What follows belongs to an exercise in optimizing a design on an open flow for small area, a short achievable clock period and few clock cycles per item; a production flow would make more cautious choices.
At most, simulation tests tie the RTL to the original design; equivalence was not proved.

==> flow/design.v (excerpt) <==
module FP16_div(
    input [15:0]data_dividend,
    input [15:0]data_divisor,
    input input_valid,
    input clk,
    input rst,
    output [15:0]data_q,
    output reg output_update,
    output reg idle
    );
Size: ~680 cells after synthesis, roughly 49 flip-flops, ~53 I/O pins.
export LEC_CHECK = 0
export CAP_MARGIN = 20
export CORE_MARGIN = 2
export CORE_UTILIZATION = 40
export SETUP_SLACK_MARGIN = 2.0
export SLEW_MARGIN = 20
create_clock -name core_clock -period 5.0 [get_ports {clk}]
standard.sh (not shown) runs the stock make flow with config.mk's settings and CLKGATE_MAP_FILE= SYNTH_SCRIPT=/design/flow/synth_recipe.tcl, a recipe that flattens the netlist after the stock synthesis.
==> flow/flow/run.sh <==
#!/bin/bash
# Standard layout, with the port buffers made from buf_2 cells.
set -euo pipefail
export BUFFER_PORTS_ARGS="-buffer_cell sky130_fd_sc_hd__buf_2"
bash standard.sh > standard.log 2>&1
The starting point completed with no timing, DRC or antenna violations.
Edit:
- SETUP_SLACK_MARGIN: 2.0 -> 1.5
After rerunning:
- design area fell by about a fifth
- area after synthesis does not change
- fmax fell slightly
No run of this note included a check of the RTL's function; only the layout flow was run.

## P
Another version of the RTL of FP16_div (not shown whole).
Size: ~48 flip-flops, ~53 I/O pins.
Settings: LEC_CHECK=0, CAP_MARGIN=20, CORE_MARGIN=2, CORE_UTILIZATION=40, SETUP_SLACK_MARGIN=1.5, SLEW_MARGIN=20; clock period 5.0 ns.
==> flow/flow/run.sh <==
#!/bin/bash
# Standard layout, with the port buffers made from buf_2 cells.
set -euo pipefail
export BUFFER_PORTS_ARGS="-buffer_cell sky130_fd_sc_hd__buf_1"
bash standard.sh > standard.log 2>&1
P | stages: all done | timing, DRC, antenna: all pass
Testbench counts of P, summed over its fixed seeds: cycles 51,570, items 8,000.
#### Input delta (Q over P)
==> flow/flow/run.sh <==
#!/bin/bash
# Standard layout, with the port buffers made from buf_2 cells.
set -euo pipefail
export BUFFER_PORTS_ARGS="-buffer_cell sky130_fd_sc_hd__buf_2"
bash standard.sh > standard.log 2>&1
--- a/flow/config.mk
+++ b/flow/config.mk
@@ -9,4 +9,5 @@
 export CORE_MARGIN = 2
 export CORE_UTILIZATION = 40
+export CTS_BUF_LIST = sky130_fd_sc_hd__clkbuf_4 sky130_fd_sc_hd__clkbuf_8
 export SETUP_SLACK_MARGIN = 1.5
 export SLEW_MARGIN = 20
Results
The final layout from Q, which completed every stage, passed the timing, design-rule and antenna checks at the end of the flow.
Compared with P, Q shows share of the core filled with cells in the final layout lower by 0.54 points.
Number of antenna violations at the first check in global routing: Q vs P identical
On hold slack, P loses to Q.
P → Q: die width roughly the same; tightest slew margin relative to the limit down 2.2 points.
Reported for P and Q, sequential element share of the synthesized area turned out identical to the last digit.
Compared with P, Q shows synthesis-to-finish area growth lower by 1.3 points.
Setup changes, Q to R
--- a/flow/config.mk
+++ b/flow/config.mk
@@ -9,5 +9,4 @@
 export CORE_MARGIN = 2
 export CORE_UTILIZATION = 40
-export CTS_BUF_LIST = sky130_fd_sc_hd__clkbuf_4 sky130_fd_sc_hd__clkbuf_8
 export SETUP_SLACK_MARGIN = 1.5
 export SLEW_MARGIN = 20
## What came out
Changes observed in R relative to Q: maximum fanout along the worst path decreased by 2 relative to the old numbers, non-clock buffer count decreased by about 4.3% relative to the old numbers, fmax decreased by about 1% relative to the old numbers, share of post-route cells with drive strength above 1 decreased by 0.88 points relative to the old numbers.
diff inputs: R => S
--- a/flow/config.mk
+++ b/flow/config.mk
@@ -9,4 +9,4 @@
 export CORE_MARGIN = 2
 export CORE_UTILIZATION = 40
-export SETUP_SLACK_MARGIN = 1.5
+export SETUP_SLACK_MARGIN = 1.75
 export SLEW_MARGIN = 20
==> notes.md <==
S finished end to end and its layout was clean on timing, DRC and antenna. Against R, filler cell count in the final layout in S fell by a few percent. Register fraction of the total cell area in S vs R: down 0.89 points. The count of placed standard cells in the final layout, fillers left out in S sits about 2.3% above the value recorded for R. S vs. R: worst endpoint required time shows an increase of 1.12 ns, global-route usage dropped 0.19 points, summed area of non-filler cells in the final layout up about 4.5%. Non-clock buffer count: S higher than R. Measured against each other, R and S differ in via count, the higher figure coming from S. Between S and R, it is S whose wire length is higher, by about 1.6%.
#### Input delta (T over S)
--- a/flow/config.mk
+++ b/flow/config.mk
@@ -9,4 +9,6 @@
 export CORE_MARGIN = 2
 export CORE_UTILIZATION = 40
-export SETUP_SLACK_MARGIN = 1.75
+export CTS_BUF_LIST = sky130_fd_sc_hd__clkbuf_8
+export CTS_CLUSTER_SIZE = 30
+export SETUP_SLACK_MARGIN = 1.5
 export SLEW_MARGIN = 20
[summary]
- T vs S: worst reg-to-reg path cell count down
- Changes observed in T relative to S: maximum frequency from static timing analysis fell about 4%; non-clock buffer count -15; share of the synthesized area in compound gates (AO/OA/AOI/OAI) flat.
- Diff S -> T: cell area went down; core utilization lost 2.4 points; routed length on met3 went up by 4.0%.
- The beginning of the critical path comes out D[2] in one run and X[1] in the other, namely in S and T respectively.
- Between T and S, met2 usage is higher for T, S comes in under that.

The RTL this note starts from:
==> flow/design.v <==
`timescale 1ns / 1ps
module FP16_div(
    input [15:0]data_dividend,
    input [15:0]data_divisor,
    input input_valid,
    input clk,
    input rst,
    output [15:0]data_q,
    output reg output_update,
    output reg idle
    );
    reg found;               
    reg st;                  
    reg qr1, qr2;            
    reg s;                   
    reg rnd;                 
    reg [12:0] X;            
    reg [10:0] D;            
    reg [6:0] E;             
    reg [9:0] M;             
    wire busy = ~idle;
    wire load = input_valid & idle;
    wire [4:0] ea = data_dividend[14:10];
    wire [4:0] eb = data_divisor[14:10];
    wire ea_nz = |ea;
    wire eb_nz = |eb;
    wire [12:0] X_in = {2'b00, ea_nz, data_dividend[9:0]};
    wire [10:0] D_in = {eb_nz, data_divisor[9:0]};
    wire [6:0] E_in = {2'b00, ea} + {2'b00, ~eb} + {6'd0, ~ea_nz} + {6'd0, eb_nz} + 7'b1101111;    
    wire sub = ~X[12];
    wire [11:0] Dm = {1'b0, D} ^ {12{sub}};                    
    wire [11:0] D2m = {D, 1'b0} ^ {12{sub}};                   
    wire [11:0] X2 = {X[10:0], 1'b0};
    wire [11:0] cs_s = X2 ^ Dm ^ D2m;
    wire [11:0] cs_c = (X2 & Dm) | (X2 & D2m) | (Dm & D2m);
    wire [11:0] T1 = X[11:0] + Dm + {11'd0, sub};              
    wire [11:0] A = {X[10:0], 1'b0} + Dm + {11'd0, sub};       
    wire [11:0] B = cs_s + {cs_c[10:0], 1'b0} + {10'd0, sub, 1'b0};   
    wire q1 = ~T1[11];
    wire [11:0] T2 = (q1 == sub) ? B : A;
    wire q2 = ~T2[11];
    wire Dz = ~|D;
    wire dn = ~D[10];
    wire signed [6:0] Es = E;
    wire e_ovf = Es >= 32;
    wire e31 = E == 7'd31;
    wire e_zero = Es <= -11;
    wire e_m10 = Es == -10;
    wire e_m9 = Es == -9;
    wire e_den = (Es >= -8) & (Es <= 0);
    wire e1 = E == 7'd1;
    wire e2 = E == 7'd2;
    wire [3:0] mk = 4'd2 - E[3:0];                    
    wire [10:0] marker = 11'd1 << mk;
    wire [6:0] Ep1 = E + 7'd1;
    wire [6:0] Em1 = E - 7'd1;
    wire [6:0] Em2 = E - 7'd2;
    reg f2;
    reg [6:0] E2;
    reg [10:0] M2;
    always @(*) begin
        f2 = 1'b1;
        E2 = E;
        M2 = {M[8:0], qr1, qr2};
        if (~found) begin
            if (e_den) begin
                E2 = 7'd0;
                M2 = marker | {9'd0, qr1, qr2};
            end else if (e1) begin
                E2 = {6'd0, qr1};
                M2 = {9'd0, 1'b1, qr2};
            end else if (e2) begin
                E2 = qr1 ? 7'd2 : {6'd0, qr2};
                M2 = {9'd0, qr1, qr1 ? qr2 : 1'b1};
            end else if (qr1) begin
                M2 = {9'd0, 1'b1, qr2};
            end else if (qr2) begin
                E2 = Em1;
                M2 = 11'd1;
            end else begin
                E2 = Em2;
                M2 = 11'd0;
                f2 = 1'b0;
            end
        end
    end
    wire ovf = Dz | (~dn & (st ? (~found & e31 & qr1) : e_ovf));
    wire zero = ~dn & ~st & e_zero;
    wire fin_b = ~dn & (st ? M2[10] : e_m10);         
    wire fin_a = ~dn & (st ? (M2[9] & ~M2[10]) : e_m9);          
    wire done = ovf | zero | fin_a | fin_b;
    always @(posedge clk) begin
        if (rst) begin
            idle <= 1'b1;
            output_update <= 1'b0;
        end else if (load) begin
            idle <= 1'b0;
            output_update <= 1'b0;
        end else begin
            idle <= idle | done;
            output_update <= busy & done;
        end
    end
    always @(posedge clk) begin
        if (load) begin
            X <= X_in;
            D <= D_in;
            st <= 1'b0;
        end else if (dn) begin
            D <= {D[9:0], 1'b0};
        end else begin
            X <= {T2, 1'b0};
            st <= 1'b1;
        end
        qr1 <= q1;
        qr2 <= q2;
        rnd <= (fin_b & q1) | (fin_a & q2);
    end
    always @(posedge clk) begin
        if (load) begin
            s <= data_dividend[15] ^ data_divisor[15];
            E <= E_in;
            M <= 10'd0;
            found <= 1'b0;
        end else if (ovf) begin
            E <= 7'd30;
            M <= 10'h3ff;
        end else if (dn) begin
            E <= Ep1;
        end else if (~st) begin
            if (zero | fin_a | fin_b) begin
                E <= 7'd0;
                M <= {9'd0, fin_a & q1};
            end
        end else begin
            E <= E2;
            found <= f2;
            M <= fin_a ? {M2[8:0], q1} : M2[9:0];
        end
    end
    wire [14:0] EM = {E[4:0], M};
    wire sat = EM == 15'h7bff;
    wire [14:0] V = EM + {14'd0, rnd & ~sat};
    wire rzero = ~|{EM, rnd};
    assign data_q = {s & ~rzero, V};
endmodule
clock: 5.0 ns
lec_check: 0
cap_margin: 20
core_margin: 2
core_utilization: 40
setup_slack_margin: 2.0
slew_margin: 20
==> flow/flow/run.sh <==
#!/bin/bash
# Standard layout, with the port buffers made from buf_2 cells.
set -euo pipefail
export BUFFER_PORTS_ARGS="-buffer_cell sky130_fd_sc_hd__buf_2"
bash standard.sh > standard.log 2>&1
The baseline produced a clean layout.
Rerun with:
Settings changed: SETUP_SLACK_MARGIN 2.0 to 1.5.
Result: Register-to-register slack loses 0.09 ns; worst setup slack loses 0.036 ns; count of clock-buffer cells in the layout is unchanged; first-iteration DRC count goes down by 25%; critical path depth goes up by 2; via count goes down by 7.3%; die area is unchanged; sequential cell count stays the same; core utilization goes down by 8.0 points; design area goes down by 14%.
No functional check of the RTL was part of any run of this note.

port drivers added, routing unchanged:
The flow's constraints put no driver on any port. The routed layouts listed below were extracted and timed again, unchanged, in two steps. Step 1, drivers: a clkbuf_16 drives clk and a buf_2 each remaining input, both assumed. Step 2 adds t to the input delays and takes it off the output delays; t is the mean of the earliest and latest rising clock arrival at the registers after step 1. Input paths then give back, and output paths get back, about the clock's delay inside the block. a / b / c = ideal ports / drivers / drivers and shift; a / b = the first two.
run | t, ns | slack for setup (ns) | worst data-port slew with drivers (ns)
the first run of note 1 | 0.342 | 1.588 / 1.546 / 1.651 | 0.04
the second run of note 1 | 0.345 | 1.558 / 1.515 / 1.605 | 0.05
P | 0.318 | 1.588 / 1.588 / 1.553 | 0.04
Q | 0.339 | 1.638 / 1.618 / 1.529 | 0.03
R | 0.327 | 1.604 / 1.564 / 1.524 | 0.03
S | 0.325 | 1.770 / 1.753 / 1.628 | 0.04
T | 0.339 | 1.638 / 1.618 / 1.529 | 0.03
the first run of note 3 | 0.341 | 1.593 / 1.556 / 1.650 | 0.04
the second run of note 3 | 0.338 | 1.557 / 1.534 / 1.511 | 0.03
After both steps setup and hold are still met in every run listed. The setup slack of S, which loses most, moves by -0.017 ns with the drivers and by -0.142 ns with both steps.
